This is an optimization exercise on Yosys and OpenROAD, whose aim is small area and a short achievable clock period, not a production implementation.
Where RTL was checked, it was by simulation tests only, not by an equivalence proof against the original.
Power and IR drop assume default switching activity.

==> indigo <==
// ALU
module ALU(
    input clk,
    input reset,
    input [31:0] A,
    input [31:0] B,
    input [3:0] ALU_control,
    output reg [31:0] result,
    output Z,
    output reg N,
    output reg C,
    output reg V
    );
Settings: LEC_CHECK=0, CAP_MARGIN=20, CORE_MARGIN=2, CORE_UTILIZATION=40, GPL_TIMING_DRIVEN=1, SETUP_SLACK_MARGIN=1.75, SLEW_MARGIN=20, SYNTH_HIERARCHICAL=1, SYNTH_MINIMUM_KEEP_SIZE=0; clock period 5.5 ns.
standard.sh (not shown) runs the stock make flow with config.mk's settings and CLKGATE_MAP_FILE= SYNTH_SCRIPT=/design/flow/synth_recipe.tcl, a recipe that flattens the netlist after the stock synthesis.
==> flow/flow/run.sh <==
#!/bin/bash
# The standard ORFS layout, with these changes: before the floorplan repair
# every gate gets its smallest size (flow/pre_fp.tcl), and port buffers use
# the smallest buffer.
set -euo pipefail
bash standard.sh \
  "PRE_FLOORPLAN_TCL=$PWD/flow/pre_fp.tcl" \
  "BUFFER_PORTS_ARGS=-buffer_cell sky130_fd_sc_hd__buf_1" \
  finish > flow_make.log 2>&1
==> flow/flow/pre_fp.tcl <==
# Run before ORFS's floorplan repair: remove the synthesis buffers and give
# every cell the smallest drive strength of its kind; the repair steps that
# follow size up only what timing needs.
remove_buffers
set n 0
foreach inst [get_cells *] {
  set cell [get_property $inst ref_name]
  if {![regexp {^(sky130_fd_sc_hd__[a-z0-9]+)_([0-9]+)$} $cell -> base drive]} { continue }
  if {[string match "*dfr*" $base] || [string match "*df*" $base]} { continue }
  set best $cell
  set best_area [get_property [get_lib_cells */$cell] area]
  foreach lc [get_lib_cells */${base}_*] {
    set name [get_property $lc name]
    if {![regexp "^${base}_\[0-9\]+\$" $name]} { continue }
    if {[get_property $lc dont_use]} { continue }
    set a [get_property $lc area]
    if {$a < $best_area} { set best $name; set best_area $a }
  }
  if {$best ne $cell} {
    replace_cell $inst $best
    incr n
  }
}
puts "pre_fp: downsized $n cells"
==> tundra (differences from indigo) <==
--- a/flow/design.v
+++ b/flow/design.v
@@ -24,37 +24,39 @@
     wire [31:0] bx = B ^ {32{inv}};
     wire [31:0] p, gn, tn;
     genvar k;
     generate for (k = 0; k < 32; k = k + 1) begin : g_pg
         alu_pg u (.a(A[k]), .b(bx[k]), .p(p[k]), .gn(gn[k]), .tn(tn[k]));
     end endgenerate
     wire [31:0] sum;
     wire c31, cout;
-    alu_add u_add (.p(p), .gn(gn), .tn(tn), .cin(inv), .sum(sum), .c31(c31), .cout(cout));
+    wire g0n;
+    alu_mux2i u_g0 (.s(inv), .a0(A[0] & B[0]), .a1(A[0] | ~B[0]), .y(g0n));
+    alu_add u_add (.p(p), .gn(gn), .tn(tn), .cin(inv), .g0n(g0n), .sum(sum), .c31(c31), .cout(cout));
     wire lt_c0 = op_sltu | (op_slt & (~(A[31] ^ B[31]) | A[31]));
     wire lt_c1 = op_slt & A[31] & ~B[31];
-    wire lt;
-    alu_mux2 u_lt (.s(cout), .a0(lt_c0), .a1(lt_c1), .y(lt));
+    wire ltn;
+    alu_mux2i u_lt (.s(cout), .a0(lt_c0), .a1(lt_c1), .y(ltn));
     wire [31:0] y;
     alu_shr u_shr (.a(A), .s(B[4:0]), .left(op[0]), .y(y));
     wire sel_s = op_addsub;
     wire sel_p = op_xor | op_or;
     wire nsel_g = ~(op_and | op_or);
     wire [31:0] r;
     generate for (k = 0; k < 32; k = k + 1) begin : g_r
         wire n1, n2, n3, n4;
         alu_a2bb2oi u1 (.an(gn[k]), .bn(nsel_g), .c(sel_p), .d(p[k]), .y(n1));
         alu_nand2 u2 (.a(sel_s), .b(sum[k]), .y(n2));
         if (k != 0) begin : g_n3
             alu_aoi22 u3 (.a(op_srl), .b(y[k]), .c(op_sll), .d(y[31 - k]), .y(n3));
         end
         if (k == 0) begin : g_b0
-            alu_a221oi u4 (.a(op_srl), .b(y[k]), .c(op_sll), .d(y[31 - k]), .e(lt), .y(n4));
-            alu_nand3 u5 (.a(n1), .b(n2), .c(n4), .y(r[k]));
+            alu_aoi22 u4 (.a(op_srl), .b(y[k]), .c(op_sll), .d(y[31 - k]), .y(n4));
+            alu_nand4 u5 (.a(n1), .b(n2), .c(n4), .d(ltn), .y(r[k]));
         end else begin : g_bn
             alu_nand3 u5 (.a(n1), .b(n2), .c(n3), .y(r[k]));
         end
     end endgenerate
     wire c_w = op_addsub & cout;
     wire v_w = op_addsub & ~p[31] & (c31 ^ A[31]);
     reg zero_ok;
     assign Z = zero_ok & ~|result;
@@ -74,19 +76,16 @@
         end
     end
 endmodule
 module alu_pg(input a, input b, output p, output gn, output tn);
     alu_nand2 u1 (.a(a), .b(b), .y(gn));
     alu_nor2 u2 (.a(a), .b(b), .y(tn));
     alu_and2b u3 (.a(gn), .bn(tn), .y(p));
 endmodule
-module alu_g0(input gn, input tn, input cin, output y);
-    assign y = gn & (tn | ~cin);
-endmodule
 module alu_gt(input gh, input th, input gl, output y);
     assign y = ~(gh | (th & gl));
 endmodule
 module alu_gi(input gh, input th, input gl, output y);
     assign y = ~(gh & (th | gl));
 endmodule
 module alu_inv(input a, output y);
     assign y = ~a;
@@ -95,16 +94,19 @@
     assign y = ~(a & b);
 endmodule
 module alu_nor2(input a, input b, output y);
     assign y = ~(a | b);
 endmodule
 module alu_a221oi(input a, input b, input c, input d, input e, output y);
     assign y = ~((a & b) | (c & d) | e);
 endmodule
+module alu_mux2i(input s, input a0, input a1, output y);
+    assign y = ~(s ? a1 : a0);
+endmodule
 module alu_mux2(input s, input a0, input a1, output y);
     assign y = s ? a1 : a0;
 endmodule
 module alu_a21oi(input a, input b, input c, output y);
     assign y = ~((a & b) | c);
 endmodule
 module alu_and2b(input a, input bn, output y);
     assign y = a & ~bn;
@@ -152,22 +154,21 @@
     endgenerate
     assign y = t[5];
 endmodule
 module alu_add(
     input [31:0] p,
     input [31:0] gn,
     input [31:0] tn,
     input cin,
+    input g0n,
     output [31:0] sum,
     output c31,
     output cout
     );
-    wire g0n;
-    alu_g0 u_g0 (.gn(gn[0]), .tn(tn[0]), .cin(cin), .y(g0n));
     wire g0_1;
     alu_gi ug0 (.gh(gn[1]), .th(tn[1]), .gl(g0n), .y(g0_1));
     wire g0_3;
     alu_gi ug1 (.gh(gn[3]), .th(tn[3]), .gl(gn[2]), .y(g0_3));
     wire t0_3;
     alu_nor2 ut1 (.a(tn[3]), .b(tn[2]), .y(t0_3));
     wire g0_5;
     alu_gi ug2 (.gh(gn[5]), .th(tn[5]), .gl(gn[4]), .y(g0_5));
Settings changed: SETUP_SLACK_MARGIN 1.75 to 1.7.
==> comparison table <==
                                                                         tundra                   indigo
Status                                                   complete, no violations  complete, no violations
Vertical extent of the die                                                110 um                   110 um
Cell total after placement                                                   906                      904
Number of multi-input combinational cells in the layout                      598                      596
Net Sw Frac                                                                44.0%                    44.0%
Endpoint of the most critical setup path                     result[0]$_DFF_PP0_              N$_DFF_PP0_
Area of the core                                                       10900 um2                10800 um2
Transition time at the pin with the least slew margin                   0.935 ns                 0.938 ns
Mapped Area                                                             4470 um2                 4460 um2
Avg Cell Area, Syn                                                      6.89 um2                 6.89 um2
GR met3 Demand/Resource                                                    3.20%                    2.07%
Final instance area                                                     5500 um2                 5550 um2
Setup bufs post-CTS                                                            2                        3
Power consumption                                                        1.17 mW                  1.19 mW
Number of gates resized after CTS                                             10                        9
Post-route core utilization                                                50.5%                    51.2%
Global routing met1 resource utilization                                   40.3%                    39.5%
Leakage power of the design                                              1.98 nW                  2.01 nW
Number of clock buffer instances in the layout                                 7                        8
Post-Syn Instances                                                           649                      648
Sequential group power                                                  0.306 mW                 0.305 mW
Count of plain and timing-repair buffers in the layout                       128                      129
Die outline area                                                       12000 um2                12000 um2

---

==> job 5424 <==
==> flow/design.v <==
`timescale 1ns / 1ps
module ALU(
    input clk,
    input reset,
    input [31:0] A, 
    input [31:0] B, 
    input [3:0] ALU_control, 
    output reg [31:0] result,
    output reg Z, 
    output reg N, 
    output reg C,
    output reg V
    );
    wire Cout;
    wire Z_wire, C_wire, V_wire, N_wire;
    wire [31:0] sum, mux1;
    reg [31:0] result_wire;
    assign mux1 = ALU_control[0] ? ~B : B;
    assign {Cout, sum} = A + mux1 + ALU_control[0];
    always @(*) begin
        case(ALU_control)
            4'b0000:  result_wire = sum;                                 
            4'b0001:  result_wire = sum;                                 
            4'b0010:  result_wire = A | B;                               
            4'b0011:  result_wire = A & B;                               
            4'b0100:  result_wire = A ^ B;                               
            4'b0101:  result_wire = A << B[4:0];                         
            4'b0110:  result_wire = A >> B[4:0];                         
            4'b0111:  result_wire = {31'b0, $signed(A) < $signed(B)};    
            4'b1000:  result_wire = {31'b0, A < B};                      
            default:  result_wire = 32'b0;
        endcase
    end 
    assign Z_wire = (result_wire == 32'b0);
    assign N_wire = result_wire[31]; 
    assign C_wire = (ALU_control[3:1] == 3'b000) & Cout;
    assign V_wire = (ALU_control[3:1] == 3'b000) & (A[31] == mux1[31]) & (result_wire[31] != A[31]);
    always @(posedge clk or posedge reset) begin
        if(reset) begin
            result <= 32'b0;
            Z <= 0;
            N <= 0;
            V <= 0;
            C <= 0;
        end
        else begin
            result <= result_wire;
            Z <= Z_wire;
            N <= N_wire;
            V <= V_wire;
            C <= C_wire;
        end
    end
endmodule
==> flow/run.sh <==
#!/bin/bash
# synth_recipe.tcl (not shown) runs the flow's synth.tcl, then flattens the netlist and writes it again
# the make line also repeats each setting of config.mk as NAME=value (left out here)
make -C /OpenROAD-flow-scripts/flow DESIGN_CONFIG=/design/flow/config.mk WORK_HOME=/design/flow/orfs CLKGATE_MAP_FILE= SYNTH_SCRIPT=/design/flow/synth_recipe.tcl finish
==> flow/config.mk <==
export PLATFORM = sky130hd
export DESIGN_NAME = ALU
export DESIGN_NICKNAME = ALU
export VERILOG_FILES = /design/flow/design.v
export SDC_FILE = /design/flow/constraint.sdc
export NUM_CORES = 4
export LEC_CHECK = 0
export CAP_MARGIN = 20
export CORE_MARGIN = 2
export CORE_UTILIZATION = 40
export SLEW_MARGIN = 20
==> flow/constraint.sdc <==
create_clock -name core_clock -period 5.5 [get_ports {clk}]
set_input_delay 1.1000 -clock core_clock [delete_from_list [all_inputs] [get_ports {clk}]]
set_output_delay 1.1000 -clock core_clock [all_outputs]
set_load 0.01 [all_outputs]
==> inputs of job 5705, as changes to job 5424 <==
==> flow/design.v (replaced) <==
`timescale 1ns / 1ps
module ALU(
    input clk,
    input reset,
    input [31:0] A,
    input [31:0] B,
    input [3:0] ALU_control,
    output reg [31:0] result,
    output reg Z,
    output reg N,
    output reg C,
    output reg V
    );
    wire [3:0] op = ALU_control;
    wire op_add  = (op == 4'b0000);
    wire op_sub  = (op == 4'b0001);
    wire op_or   = (op == 4'b0010);
    wire op_and  = (op == 4'b0011);
    wire op_xor  = (op == 4'b0100);
    wire op_sll  = (op == 4'b0101);
    wire op_srl  = (op == 4'b0110);
    wire op_slt  = (op == 4'b0111);
    wire op_sltu = (op == 4'b1000);
    wire op_arith = (op[3:1] == 3'b000);
    wire inv = op[3] | (op[0] & ~(op[1] & ~op[2]));
    wire [31:0] bx = B ^ {32{inv}};
    wire [31:0] p = A ^ bx;
    wire [31:0] g = A & bx;
    wire [32:0] s = {1'b0, A} + {1'b0, bx} + {32'b0, inv};
    wire [31:0] sum = s[31:0];
    wire cout = s[32];
    wire ltu = ~cout;
    wire lts = (A[31] ^ B[31]) ? A[31] : ~cout;
    function [31:0] rev(input [31:0] x);
        integer k;
        for (k = 0; k < 32; k = k + 1) rev[k] = x[31 - k];
    endfunction
    wire [31:0] sh_in = op_sll ? rev(A) : A;
    wire [31:0] sh_out = sh_in >> B[4:0];
    wire [31:0] sh_rev = rev(sh_out);
    wire [31:0] r =
          ({32{op_add | op_sub}} & sum)
        | ({32{op_xor | op_or}} & p)
        | ({32{op_and | op_or}} & g)
        | ({32{op_srl}} & sh_out)
        | ({32{op_sll}} & sh_rev)
        | {31'b0, (op_slt & lts) | (op_sltu & ltu)};
    wire z_w = ~|r;
    wire c_w = op_arith & cout;
    wire v_w = op_arith & (A[31] == bx[31]) & (sum[31] != A[31]);
    always @(posedge clk or posedge reset) begin
        if (reset) begin
            result <= 32'b0;
            Z <= 1'b0;
            N <= 1'b0;
            C <= 1'b0;
            V <= 1'b0;
        end else begin
            result <= r;
            Z <= z_w;
            N <= r[31];
            C <= c_w;
            V <= v_w;
        end
    end
endmodule
--- a/flow/config.mk
+++ b/flow/config.mk
@@ -9,3 +9,4 @@
 export CORE_MARGIN = 2
 export CORE_UTILIZATION = 40
+export GPL_TIMING_DRIVEN = 0
 export SLEW_MARGIN = 20
==> inputs of job 692, as changes to job 5424 <==
==> flow/design.v (replaced) <==
`timescale 1ns / 1ps
module ALU(
    input clk,
    input reset,
    input [31:0] A,
    input [31:0] B,
    input [3:0] ALU_control,
    output reg [31:0] result,
    output reg Z,
    output reg N,
    output reg C,
    output reg V
    );
    wire [3:0] op = ALU_control;
    wire op_add  = (op == 4'b0000);
    wire op_sub  = (op == 4'b0001);
    wire op_or   = (op == 4'b0010);
    wire op_and  = (op == 4'b0011);
    wire op_xor  = (op == 4'b0100);
    wire op_sll  = (op == 4'b0101);
    wire op_srl  = (op == 4'b0110);
    wire op_slt  = (op == 4'b0111);
    wire op_sltu = (op == 4'b1000);
    wire op_arith = (op[3:1] == 3'b000);
    wire inv = op[3] | (op[0] & ~(op[1] & ~op[2]));
    wire [31:0] bx = B ^ {32{inv}};
    wire [31:0] p = A ^ bx;
    wire [31:0] g = A & bx;
    wire [32:0] s = {1'b0, A} + {1'b0, bx} + {32'b0, inv};
    wire [31:0] sum = s[31:0];
    wire cout = s[32];
    wire ltu = ~cout;
    wire lts = (A[31] ^ B[31]) ? A[31] : ~cout;
    wire [31:0] sh_out, sh_rev;
    alu_shr u_shr (.a(A), .s(B[4:0]), .left(op_sll), .y(sh_out));
    genvar k;
    generate for (k = 0; k < 32; k = k + 1) begin : g_rev
        assign sh_rev[k] = sh_out[31 - k];
    end endgenerate
    wire [31:0] r =
          ({32{op_add | op_sub}} & sum)
        | ({32{op_xor | op_or}} & p)
        | ({32{op_and | op_or}} & g)
        | ({32{op_srl}} & sh_out)
        | ({32{op_sll}} & sh_rev)
        | {31'b0, (op_slt & lts) | (op_sltu & ltu)};
    wire z_w = ~|r;
    wire c_w = op_arith & cout;
    wire v_w = op_arith & (A[31] == bx[31]) & (sum[31] != A[31]);
    always @(posedge clk or posedge reset) begin
        if (reset) begin
            result <= 32'b0;
            Z <= 1'b0;
            N <= 1'b0;
            C <= 1'b0;
            V <= 1'b0;
        end else begin
            result <= r;
            Z <= z_w;
            N <= r[31];
            C <= c_w;
            V <= v_w;
        end
    end
endmodule
module alu_shr(
    input [31:0] a,
    input [4:0] s,
    input left,
    output [31:0] y
    );
    wire nleft = ~left;
    wire [4:0] ns = ~s;
    wire [31:0] t [0:5];
    genvar i, k;
    generate
        for (i = 0; i < 32; i = i + 1) begin : g_in
            alu_aoi22 u (.a(left), .b(a[31 - i]), .c(nleft), .d(a[i]), .y(t[0][i]));
        end
        for (k = 0; k < 5; k = k + 1) begin : g_st
            for (i = 0; i < 32; i = i + 1) begin : g_b
                if (i + (1 << k) < 32) begin : g_m
                    alu_aoi22 u (.a(s[k]), .b(t[k][i + (1 << k)]), .c(ns[k]), .d(t[k][i]), .y(t[k + 1][i]));
                end else if (k % 2 == 0) begin : g_f0
                    assign t[k + 1][i] = ~(s[k] | t[k][i]);
                end else begin : g_f1
                    assign t[k + 1][i] = ~(ns[k] & t[k][i]);
                end
            end
        end
    endgenerate
    assign y = t[5];
endmodule
module alu_aoi22(input a, input b, input c, input d, output y);
    assign y = ~((a & b) | (c & d));
endmodule
--- a/flow/config.mk
+++ b/flow/config.mk
@@ -9,3 +9,6 @@
 export CORE_MARGIN = 2
 export CORE_UTILIZATION = 40
+export GPL_TIMING_DRIVEN = 0
 export SLEW_MARGIN = 20
+export SYNTH_HIERARCHICAL = 1
+export SYNTH_MINIMUM_KEEP_SIZE = 0
==> impl_metrics.json <==
{
  "die_x_um": 132,
  "final_area_sq_mm": 0.00825,
  "multi_input_area_sq_mm": 0.00543,
  "numPortBuffers": 103,
  "routed_wl_um": 31600,
  "ys_top_cells_by_count": "nand2_1 (99), a21oi_1 (81), o21ai_0 (56)",
  "status": "finished clean",
  "synth_warnings": 1
}
(the above is from job 5705)
==> impl_metrics.json <==
{
  "status": "finished clean",
  "largest-register": "result",
  "fin_crit_ps": 5080,
  "synth_warnings": 1,
  "final_area_sq_mm": 0.0122,
  "die_x_um": 160,
  "use_met2_pct": 57.4,
  "seq_area_share_pct": 7.19,
  "n_clock_buffer": 6,
  "numPortBuffers": 105,
  "routed_wl_um": 48800,
  "place_ws_ps": 196,
  "ys_top_cells_by_count": "ha_1 (132), nand2_1 (97), nor2_1 (92)",
  "critical_path_required_ps": 5680,
  "largest_class": "multi-input gates"
}
(the above is from job 5424)
==> impl_metrics.json <==
{
  "synth_warnings": 8,
  "routed_wl_um": 27600,
  "so_faults": "negative setup slack",
  "status": "complete, but fails checks",
  "setup_violations": 1,
  "final_area_sq_mm": 0.00903,
  "ys_top_cells_by_count": "a22oi_2 (161), nand2_1 (58), a21oi_1 (50)",
  "numPortBuffers": 103,
  "multi_input_area_sq_mm": 0.00574,
  "fin_ws_ps": -180
}
(the above is from job 692)
For job 692, only the layout was checked, not whether the RTL still works.

==> port drivers added, routing unchanged <==
How much do the figures lean on ideal ports? The routed layouts below were timed once more, with nothing changed but the port constraints.
Step 1 assumes that a clkbuf_16 drives the clock port and a buf_2 every other input.
Step 2 adds t to the input delays and takes it off the output delays; t is the mean of the earliest and latest rising clock arrival at the registers after step 1. Input paths then give back, and output paths get back, about the clock's delay inside the block.
Three values: no drivers, after step 1, after step 2; two values: the first two.
run | t, ns | setup slack, ns | pins driven straight from the clock port
indigo | 0.311 | 1.853 / 1.863 / 1.552 | 1
tundra | 0.312 | 1.805 / 1.814 / 1.502 | 1
job 5424 | 0.301 | 0.423 / 0.430 / 0.129 | 1
job 5705 | 0.305 | 0.149 / 0.161 / -0.144 | 1
job 692 | 0.307 | -0.180 / -0.186 / -0.493 | 1
With both steps, setup timing fails in job 5705, where it was met with ideal ports. The setup slack of job 692, which loses most, moves by -0.006 ns with the drivers and by -0.313 ns with both steps.
